This design comes from an exercise in tuning for small area and few clock cycles per item on the open sky130 flow, not from production work.
RTL that was checked went through simulation tests only; none was proved equivalent to the original.

==> wip/zinc: inputs <==
// MyDesign
module MyDesign (dut_run, dut_busy, reset_b, clk, dut_sram_write_address,
		 dut_sram_write_data, dut_sram_write_enable,
		 dut_sram_read_address,	sram_dut_read_data,
		 dut_wmem_read_address, wmem_dut_read_data);
clock: 6.0 ns
lec_check: 0
cap_margin: 20
core_margin: 2
core_utilization: 40
slew_margin: 20
synth_hierarchical: 1
synth_minimum_keep_size: 0
standard.sh (not shown) runs the stock make flow with config.mk's settings and CLKGATE_MAP_FILE= SYNTH_SCRIPT=/design/flow/synth_recipe.tcl, a recipe that flattens the netlist after the stock synthesis.
==> flow/flow/run.sh <==
#!/bin/bash
# Layout flow: the standard flow (standard.sh, all ORFS steps) with two
# changes: the port buffers that global placement puts on every input and
# output use the smallest buffer cell, and clock tree synthesis uses
# clkbuf_8 buffers and adds no dummy loads.
set -o pipefail
export BUFFER_PORTS_ARGS="-buffer_cell sky130_fd_sc_hd__buf_1"
export CTS_ARGS="-sink_clustering_enable -repair_clock_nets -buf_list sky130_fd_sc_hd__clkbuf_8 -dont_use_dummy_load"
bash standard.sh > standard.log 2>&1
==> inputs of wip/harbor, as changes to wip/zinc <==
--- a/flow/design.v
+++ b/flow/design.v
@@ -7,23 +7,23 @@
 input dut_run, reset_b;
 output signed [15:0] dut_sram_write_data;
 output [11:0] dut_sram_write_address;
 output dut_sram_write_enable;
 output [11:0] dut_sram_read_address, dut_wmem_read_address;
 output dut_busy;
-localparam [2:0] IDLE = 3'd0, HDR = 3'd1, SZ = 3'd2, PR = 3'd3, RUN = 3'd4;
+localparam [2:0] IDLE = 3'd0, HDR = 3'd1, SZ = 3'd2, PR = 3'd3, RUN = 3'd4,
+	RUN1 = 3'd5, RUN2 = 3'd6;
 reg [2:0] st;
 reg [11:0] xa, wa, xb, oa;
 reg [6:0] col;           
 reg [7:0] row;           
 reg [4:0] s8;            
 reg [1:0] ph;            
 reg x4, x8, w4, w8;      
-reg lc, l2, we, first_c, first_t;
+reg lc, l2, we;
 reg [15:0] xo_r, wo_r;
-reg [1:0] ph_c;
 reg [21:0] acc;
 wire [21:0] acc_next;
 wire [15:0] X = sram_dut_read_data;
 wire [15:0] Wd = wmem_dut_read_data;
 wire ix4 = (st == PR) ? X[2] : x4;
 wire ix8 = (st == PR) ? X[3] : x8;
@@ -35,13 +35,13 @@
 wire iwn = ib8 ? ~iw8 : (ib4 & ~iw4);
 wire ir4 = ib8 & ((~ix4 & ~ix8) | (~iw4 & ~iw8));  
 wire nlast = ~(ixn | iwn) | (ir4 ? (ph == 2'd3) : ph[0]);
 wire [6:0] lh = ib8 ? 7'd1 : ib4 ? 7'd2 : 7'd4;    
 wire row_end = (col == lh);
 wire layer_end = row_end & (row == 8'd1);
-wire stepping = (st == PR) | (st == RUN);
+wire stepping = (st == PR) | st[2];
 wire is_end = &X[7:0];
 wire clr = ~reset_b | ((st == SZ) & is_end);
 wire hdr_step = ((st == IDLE) & dut_run) | (st == HDR) | (st == SZ);
 wire rewind = stepping & row_end & ~layer_end;
 wire x_inc = hdr_step | (stepping & (~ixn | nlast));
 wire w_inc = hdr_step | (stepping & (~iwn | nlast));
@@ -61,13 +61,13 @@
 		l2 <= lc;
 		we <= l2;
 		case (st)
 		IDLE: if (dut_run) st <= SZ;
 		HDR: st <= SZ;
 		SZ: st <= is_end ? IDLE : PR;
-		default: st <= layer_end ? HDR : RUN;   
+		default: st <= layer_end ? HDR : (st == PR) ? RUN1 : (st == RUN1) ? RUN2 : RUN;
 		endcase
 	end
 end
 always @(posedge clk) begin
 	if (st == SZ) begin
 		s8 <= X[7:3];
@@ -81,23 +81,22 @@
 		x4 <= X[2];
 		x8 <= X[3];
 		w4 <= Wd[2];
 		w8 <= Wd[3];
 	end
 	ph <= stepping ? ph + 2'd1 : 2'd0;
-	ph_c <= ph;
-	first_c <= lc | (st == PR);
-	first_t <= first_c;
 	xo_r <= xo;
 	wo_r <= wo;
 	oa <= (st == IDLE) ? 12'd0 : oa + {11'd0, we};
 	acc <= acc_next;
 end
 wire m8 = x8 | w8;
 wire m4 = ~m8 & (x4 | w4);
 wire m2 = ~m8 & ~m4;
+wire [1:0] ph_c = ph - 2'd1;   
+wire first_t = we | (st == RUN2);
 wire [21:0] acc_in = first_t ? 22'd0 : acc;
 wire [15:0] xo, wo;
 mpnn_steer u_steer (.X(X), .Wd(Wd), .m8(m8), .m4(m4), .m2(m2), .x8(x8), .x4(x4),
 	.w8(w8), .w4(w4), .ph_c(ph_c), .xo(xo), .wo(wo));
   wire mo_82 = m8 | m2;
   wire mo_42 = m4 | m2;
==> flow/flow/run.sh (replaced) <==
#!/bin/bash
# Layout flow: the standard flow (standard.sh, all ORFS steps) with these
# changes: synthesis maps adders with Yosys's own Brent-Kung carry logic
# instead of ORFS's Kogge-Stone map (SYNTH_OPERATIONS_ARGS set, so the
# -extra-map is not added); the port buffers that global placement puts on
# every input and output use the smallest buffer cell; clock tree synthesis
# uses clkbuf_8 buffers and adds no dummy loads.
set -o pipefail
export SYNTH_OPERATIONS_ARGS="-noshare"
export BUFFER_PORTS_ARGS="-buffer_cell sky130_fd_sc_hd__buf_1"
export CTS_ARGS="-sink_clustering_enable -repair_clock_nets -buf_list sky130_fd_sc_hd__clkbuf_8 -dont_use_dummy_load"
bash standard.sh > standard.log 2>&1
==> inputs of wip/nickel, as changes to wip/zinc <==
--- a/flow/design.v
+++ b/flow/design.v
@@ -37,49 +37,70 @@
 wire nlast = ~(ixn | iwn) | (ir4 ? (ph == 2'd3) : ph[0]);
 wire [6:0] lh = ib8 ? 7'd1 : ib4 ? 7'd2 : 7'd4;    
 wire row_end = (col == lh);
 wire layer_end = row_end & (row == 8'd1);
 wire stepping = (st == PR) | (st == RUN);
 wire is_end = &X[7:0];
-wire clr = ~reset_b | ((st == SZ) & is_end);
-wire hdr_step = ((st == IDLE) & dut_run) | (st == HDR) | (st == SZ);
-wire rewind = stepping & row_end & ~layer_end;
-wire x_inc = hdr_step | (stepping & (~ixn | nlast));
-wire w_inc = hdr_step | (stepping & (~iwn | nlast));
-wire [11:0] xa1 = xa + {11'd0, x_inc};
 always @(posedge clk) begin
-	xa <= clr ? 12'd0 : rewind ? xb : xa1;
-	wa <= clr ? 12'd0 : wa + {11'd0, w_inc};
-	if (st == SZ)
-		xb <= xa1;
 	if (!reset_b) begin
 		st <= IDLE;
+		xa <= 12'd0;
+		wa <= 12'd0;
 		lc <= 1'b0;
 		l2 <= 1'b0;
 		we <= 1'b0;
 	end else begin
 		lc <= stepping & row_end;
 		l2 <= lc;
 		we <= l2;
 		case (st)
-		IDLE: if (dut_run) st <= SZ;
-		HDR: st <= SZ;
-		SZ: st <= is_end ? IDLE : PR;
-		default: st <= layer_end ? HDR : RUN;   
+		IDLE: if (dut_run) begin
+			st <= SZ;
+			xa <= xa + 12'd1;
+			wa <= wa + 12'd1;
+		end
+		HDR: begin
+			st <= SZ;
+			xa <= xa + 12'd1;
+			wa <= wa + 12'd1;
+		end
+		SZ: if (is_end) begin
+			st <= IDLE;
+			xa <= 12'd0;
+			wa <= 12'd0;
+		end else begin
+			st <= PR;
+			xa <= xa + 12'd1;
+			wa <= wa + 12'd1;
+		end
+		default: begin  
+			st <= layer_end ? HDR : RUN;
+			if (row_end & ~layer_end)
+				xa <= xb;
+			else if (~ixn | nlast)
+				xa <= xa + 12'd1;
+			if (~iwn | nlast)
+				wa <= wa + 12'd1;
+		end
 		endcase
 	end
 end
 always @(posedge clk) begin
 	if (st == SZ) begin
 		s8 <= X[7:3];
 		row <= X[7:0];
 		col <= X[7:1];
 	end else begin
-		row <= row - {7'd0, row_end};
-		col <= row_end ? {s8, 2'b00} : col - lh;
+		if (row_end) begin
+			col <= {s8, 2'b00};
+			row <= row - 8'd1;
+		end else
+			col <= col - lh;
 	end
+	if (st == SZ)
+		xb <= xa + 12'd1;
 	if (st == PR) begin
 		x4 <= X[2];
 		x8 <= X[3];
 		w4 <= Wd[2];
 		w8 <= Wd[3];
 	end
@@ -93,15 +114,40 @@
 	acc <= acc_next;
 end
 wire m8 = x8 | w8;
 wire m4 = ~m8 & (x4 | w4);
 wire m2 = ~m8 & ~m4;
 wire [21:0] acc_in = first_t ? 22'd0 : acc;
-wire [15:0] xo, wo;
-mpnn_steer u_steer (.X(X), .Wd(Wd), .m8(m8), .m4(m4), .m2(m2), .x8(x8), .x4(x4),
-	.w8(w8), .w4(w4), .ph_c(ph_c), .xo(xo), .wo(wo));
+reg [15:0] xo, wo;
+integer l, n;
+always @(*) begin
+	xo = 16'd0;
+	wo = 16'd0;
+	if (m8) begin
+		for (l = 0; l < 2; l = l + 1) begin
+			if (x8) xo[8*l +: 8] = X[8*l +: 8];
+			else if (x4) begin n = 2*ph_c[0] + l; xo[8*l +: 8] = {{4{X[4*n+3]}}, X[4*n +: 4]}; end
+			else begin n = 2*ph_c + l; xo[8*l +: 8] = {{6{X[2*n+1]}}, X[2*n +: 2]}; end
+			if (w8) wo[8*l +: 8] = Wd[8*l +: 8];
+			else if (w4) begin n = 2*ph_c[0] + l; wo[8*l +: 8] = {{4{Wd[4*n+3]}}, Wd[4*n +: 4]}; end
+			else begin n = 2*ph_c + l; wo[8*l +: 8] = {{6{Wd[2*n+1]}}, Wd[2*n +: 2]}; end
+		end
+	end else if (m4) begin
+		for (l = 0; l < 4; l = l + 1) begin
+			if (x4) xo[4*l +: 4] = X[4*l +: 4];
+			else begin n = 4*ph_c[0] + l; xo[4*l +: 4] = {{2{X[2*n+1]}}, X[2*n +: 2]}; end
+			if (w4) wo[4*(2*(l/2) + 1 - (l%2)) +: 4] = Wd[4*l +: 4];
+			else begin n = 4*ph_c[0] + l; wo[4*(2*(l/2) + 1 - (l%2)) +: 4] = {{2{Wd[2*n+1]}}, Wd[2*n +: 2]}; end
+		end
+	end else begin
+		for (l = 0; l < 8; l = l + 1) begin
+			xo[2*l +: 2] = X[2*l +: 2];
+			wo[2*(4*(l/4) + 3 - (l%4)) +: 2] = Wd[2*l +: 2];
+		end
+	end
+end
   wire mo_82 = m8 | m2;
   wire mo_42 = m4 | m2;
   wire mo_84 = m8 | m4;
   wire pp_0_0_0 = (xo_r[0] & wo_r[0]) & m8;
   wire pp_0_0_1 = (xo_r[0] & wo_r[1]) & m8;
   wire pp_0_0_2 = (xo_r[0] & wo_r[2]) & m8;
@@ -530,28 +576,6 @@
 module mpnn_ha (a, b, s, co);
 input a, b;
 output s, co;
 assign s = a ^ b;
 assign co = a & b;
 endmodule
-module mpnn_steer (X, Wd, m8, m4, m2, x8, x4, w8, w4, ph_c, xo, wo);
-input [15:0] X, Wd;
-input m8, m4, m2, x8, x4, w8, w4;
-input [1:0] ph_c;
-output [15:0] xo, wo;
-wire xfull = (m8 & x8) | (m4 & x4) | m2;       
-wire x84 = m8 & x4, x82 = m8 & ~x8 & ~x4, x42 = m4 & ~x4;
-wire wfull8 = m8 & w8, wfull4 = m4 & w4;
-wire w84 = m8 & w4, w82 = m8 & ~w8 & ~w4, w42 = m4 & ~w4;
-function [15:0] sp84; input [7:0] g; sp84 = {{4{g[7]}}, g[7:4], {4{g[3]}}, g[3:0]}; endfunction
-function [15:0] sp82; input [3:0] g; sp82 = {{6{g[3]}}, g[3:2], {6{g[1]}}, g[1:0]}; endfunction
-function [15:0] sp42; input [7:0] g; sp42 = {{2{g[7]}}, g[7:6], {2{g[5]}}, g[5:4], {2{g[3]}}, g[3:2], {2{g[1]}}, g[1:0]}; endfunction
-function [15:0] mir4; input [15:0] v; mir4 = {v[11:8], v[15:12], v[3:0], v[7:4]}; endfunction
-function [15:0] mir2; input [15:0] v; mir2 = {v[9:8], v[11:10], v[13:12], v[15:14], v[1:0], v[3:2], v[5:4], v[7:6]}; endfunction
-wire [7:0] gx8 = ph_c[0] ? X[15:8] : X[7:0];
-wire [3:0] gx4 = ph_c[1] ? (ph_c[0] ? X[15:12] : X[11:8]) : (ph_c[0] ? X[7:4] : X[3:0]);
-wire [7:0] gw8 = ph_c[0] ? Wd[15:8] : Wd[7:0];
-wire [3:0] gw4 = ph_c[1] ? (ph_c[0] ? Wd[15:12] : Wd[11:8]) : (ph_c[0] ? Wd[7:4] : Wd[3:0]);
-assign xo = ({16{xfull}} & X) | ({16{x84}} & sp84(gx8)) | ({16{x82}} & sp82(gx4)) | ({16{x42}} & sp42(gx8));
-assign wo = ({16{wfull8}} & Wd) | ({16{wfull4}} & mir4(Wd)) | ({16{m2}} & mir2(Wd))
-  | ({16{w84}} & sp84(gw8)) | ({16{w82}} & sp82(gw4)) | ({16{w42}} & mir4(sp42(gw8)));
-endmodule
==> flow/config.mk (replaced) <==
export PLATFORM = sky130hd
export DESIGN_NAME = MyDesign
export DESIGN_NICKNAME = MyDesign
export VERILOG_FILES = /design/flow/design.v
export SDC_FILE = /design/flow/constraint.sdc
export NUM_CORES = 4
export LEC_CHECK = 0
export CAP_MARGIN = 0
export CORE_MARGIN = 2
export CORE_UTILIZATION = 40
export SLEW_MARGIN = 0
export SYNTH_HIERARCHICAL = 1
export SYNTH_MINIMUM_KEEP_SIZE = 0
==> inputs of wip/tundra, as changes to wip/zinc <==
--- a/flow/design.v
+++ b/flow/design.v
@@ -37,49 +37,70 @@
 wire nlast = ~(ixn | iwn) | (ir4 ? (ph == 2'd3) : ph[0]);
 wire [6:0] lh = ib8 ? 7'd1 : ib4 ? 7'd2 : 7'd4;    
 wire row_end = (col == lh);
 wire layer_end = row_end & (row == 8'd1);
 wire stepping = (st == PR) | (st == RUN);
 wire is_end = &X[7:0];
-wire clr = ~reset_b | ((st == SZ) & is_end);
-wire hdr_step = ((st == IDLE) & dut_run) | (st == HDR) | (st == SZ);
-wire rewind = stepping & row_end & ~layer_end;
-wire x_inc = hdr_step | (stepping & (~ixn | nlast));
-wire w_inc = hdr_step | (stepping & (~iwn | nlast));
-wire [11:0] xa1 = xa + {11'd0, x_inc};
 always @(posedge clk) begin
-	xa <= clr ? 12'd0 : rewind ? xb : xa1;
-	wa <= clr ? 12'd0 : wa + {11'd0, w_inc};
-	if (st == SZ)
-		xb <= xa1;
 	if (!reset_b) begin
 		st <= IDLE;
+		xa <= 12'd0;
+		wa <= 12'd0;
 		lc <= 1'b0;
 		l2 <= 1'b0;
 		we <= 1'b0;
 	end else begin
 		lc <= stepping & row_end;
 		l2 <= lc;
 		we <= l2;
 		case (st)
-		IDLE: if (dut_run) st <= SZ;
-		HDR: st <= SZ;
-		SZ: st <= is_end ? IDLE : PR;
-		default: st <= layer_end ? HDR : RUN;   
+		IDLE: if (dut_run) begin
+			st <= SZ;
+			xa <= xa + 12'd1;
+			wa <= wa + 12'd1;
+		end
+		HDR: begin
+			st <= SZ;
+			xa <= xa + 12'd1;
+			wa <= wa + 12'd1;
+		end
+		SZ: if (is_end) begin
+			st <= IDLE;
+			xa <= 12'd0;
+			wa <= 12'd0;
+		end else begin
+			st <= PR;
+			xa <= xa + 12'd1;
+			wa <= wa + 12'd1;
+		end
+		default: begin  
+			st <= layer_end ? HDR : RUN;
+			if (row_end & ~layer_end)
+				xa <= xb;
+			else if (~ixn | nlast)
+				xa <= xa + 12'd1;
+			if (~iwn | nlast)
+				wa <= wa + 12'd1;
+		end
 		endcase
 	end
 end
 always @(posedge clk) begin
 	if (st == SZ) begin
 		s8 <= X[7:3];
 		row <= X[7:0];
 		col <= X[7:1];
 	end else begin
-		row <= row - {7'd0, row_end};
-		col <= row_end ? {s8, 2'b00} : col - lh;
+		if (row_end) begin
+			col <= {s8, 2'b00};
+			row <= row - 8'd1;
+		end else
+			col <= col - lh;
 	end
+	if (st == SZ)
+		xb <= xa + 12'd1;
 	if (st == PR) begin
 		x4 <= X[2];
 		x8 <= X[3];
 		w4 <= Wd[2];
 		w8 <= Wd[3];
 	end
==> notes <==
- First-iteration DRC count: wip/nickel > wip/zinc > wip/tundra > wip/harbor.
- Flip-flop and latch count: wip/harbor is lower than wip/zinc (4).
- Synthesized cell count, highest first: wip/nickel, wip/tundra, wip/zinc, wip/harbor.
- Worst hold slack, highest first: wip/harbor, wip/nickel, wip/zinc, wip/tundra.
- wip/zinc completed without violations. wip/nickel ran to the end with no violations. wip/harbor completed with no timing, DRC or antenna violations. wip/tundra ran to the end with no violations.
- Fmax: wip/zinc < wip/harbor < wip/tundra < wip/nickel.
- Die area: wip/nickel > wip/tundra > wip/zinc > wip/harbor.
- Clock skew: wip/tundra < wip/nickel < wip/harbor < wip/zinc.
- Against wip/zinc, the register-to-register slack of wip/harbor is higher by 0.08 ns.
- Of wip/harbor and wip/nickel, wip/nickel has the higher global-route usage (gap 1.4 points).
- Final cell count: wip/harbor < wip/zinc < wip/tundra < wip/nickel.
==> figures <==
Inverter count of the layout excluding clock inverters: wip/harbor 30; wip/tundra 22; wip/zinc 33; wip/nickel 36
Share of the final layout cell area in multi-input gates: wip/harbor 64.8%; wip/tundra 64.7%; wip/zinc 64.7%; wip/nickel 64.5%
Number of antenna repair diodes: wip/harbor 0; wip/tundra 1; wip/zinc 1; wip/nickel 0
Fraction of synthesized cell area in xor and xnor cells: wip/harbor 4.17%; wip/tundra 5.58%; wip/zinc 5.99%; wip/nickel 5.17%
Arrival time of data at the critical path endpoint: wip/harbor 6.03 ns; wip/tundra 6.06 ns; wip/zinc 6.16 ns; wip/nickel 5.98 ns
End point of the worst hold path: wip/harbor we$_SDFF_PN0_; wip/tundra first_t$_DFF_P_; wip/zinc first_t$_DFF_P_; wip/nickel ph_c[1]$_DFF_P_
Dominant cell by count in the synthesized netlist: wip/harbor fa_1; wip/tundra nand2_1; wip/zinc dfxtp_1; wip/nickel nand2_1
Outcome: wip/harbor no timing/DRC/antenna violations; wip/tundra no timing/DRC/antenna violations; wip/zinc no timing/DRC/antenna violations; wip/nickel no timing/DRC/antenna violations
Maximum clock frequency: wip/harbor 175 MHz; wip/tundra 175 MHz; wip/zinc 173 MHz; wip/nickel 176 MHz
Worst Reg2Reg Path Length in Cells: wip/harbor 16; wip/tundra 19; wip/zinc 18; wip/nickel 15
Fraction of area in non-clock buffers: wip/harbor 4.04%; wip/tundra 3.92%; wip/zinc 4.27%; wip/nickel 4.39%
Routed met1 length: wip/harbor 11900 um; wip/tundra 12300 um; wip/zinc 12600 um; wip/nickel 12900 um
Routed length per instance: wip/harbor 18.2 um; wip/tundra 17.8 um; wip/zinc 18.2 um; wip/nickel 18.3 um
Post-place instance area: wip/harbor 11300 um2; wip/tundra 11900 um2; wip/zinc 11700 um2; wip/nickel 12200 um2
Source-to-sink clock delay at the later pin of the worst-skew pair: wip/harbor 0.48 ns; wip/tundra 0.45 ns; wip/zinc 0.48 ns; wip/nickel 0.45 ns
Number of cells in the finished layout apart from fillers: wip/harbor 1436; wip/tundra 1567; wip/zinc 1530; wip/nickel 1652
Number of enable flip-flop cells after synthesis: wip/harbor 17; wip/tundra 25; wip/zinc 17; wip/nickel 25
Total length of routed met2 wires: wip/harbor 12500 um; wip/tundra 13700 um; wip/zinc 13300 um; wip/nickel 15100 um
Post-synthesis cell type with the largest combined area: wip/harbor fa_1; wip/tundra fa_1; wip/zinc dfxtp_1; wip/nickel fa_1
Synth-to-layout area growth: wip/harbor 8.34%; wip/tundra 9.06%; wip/zinc 9.28%; wip/nickel 9.24%
Testbench counts of wip/harbor, summed over its fixed seeds: cycles 117,674, macs 306,944.
Testbench counts of wip/nickel, summed over its fixed seeds: cycles 117,674, macs 306,944.
Testbench counts of wip/tundra, summed over its fixed seeds: cycles 117,674, macs 306,944.
Only the layout flow was run in wip/zinc; the RTL was not checked for function there.

==> re-timing with driven ports <==
Ports are ideal in the flow. The routed layouts listed here were re-timed in OpenROAD.
Step 1 (the two cells are an assumption about what drives the block):
set clk [get_ports {clk}]
set_driving_cell -lib_cell sky130_fd_sc_hd__clkbuf_16 $clk
set_driving_cell -lib_cell sky130_fd_sc_hd__buf_2 [delete_from_list [all_inputs] $clk]
Step 2 adds t to the input delays and takes it off the output delays; t is the mean of the earliest and latest rising clock arrival at the registers after step 1. Input paths then give back, and output paths get back, about the clock's delay inside the block.
Three values: no drivers, after step 1, after step 2; two values: the first two.
| run | t (ns) | setup WS [ns] | pins driven straight from the clock port |
|---|---|---|---|
| wip/zinc | 0.492 | 0.204 / 0.204 / 0.204 | 1 |
| wip/harbor | 0.494 | 0.283 / 0.283 / 0.283 | 1 |
| wip/nickel | 0.474 | 0.316 / 0.316 / 0.316 | 1 |
| wip/tundra | 0.476 | 0.295 / 0.295 / 0.295 | 1 |
After both steps every run listed still meets setup and hold.
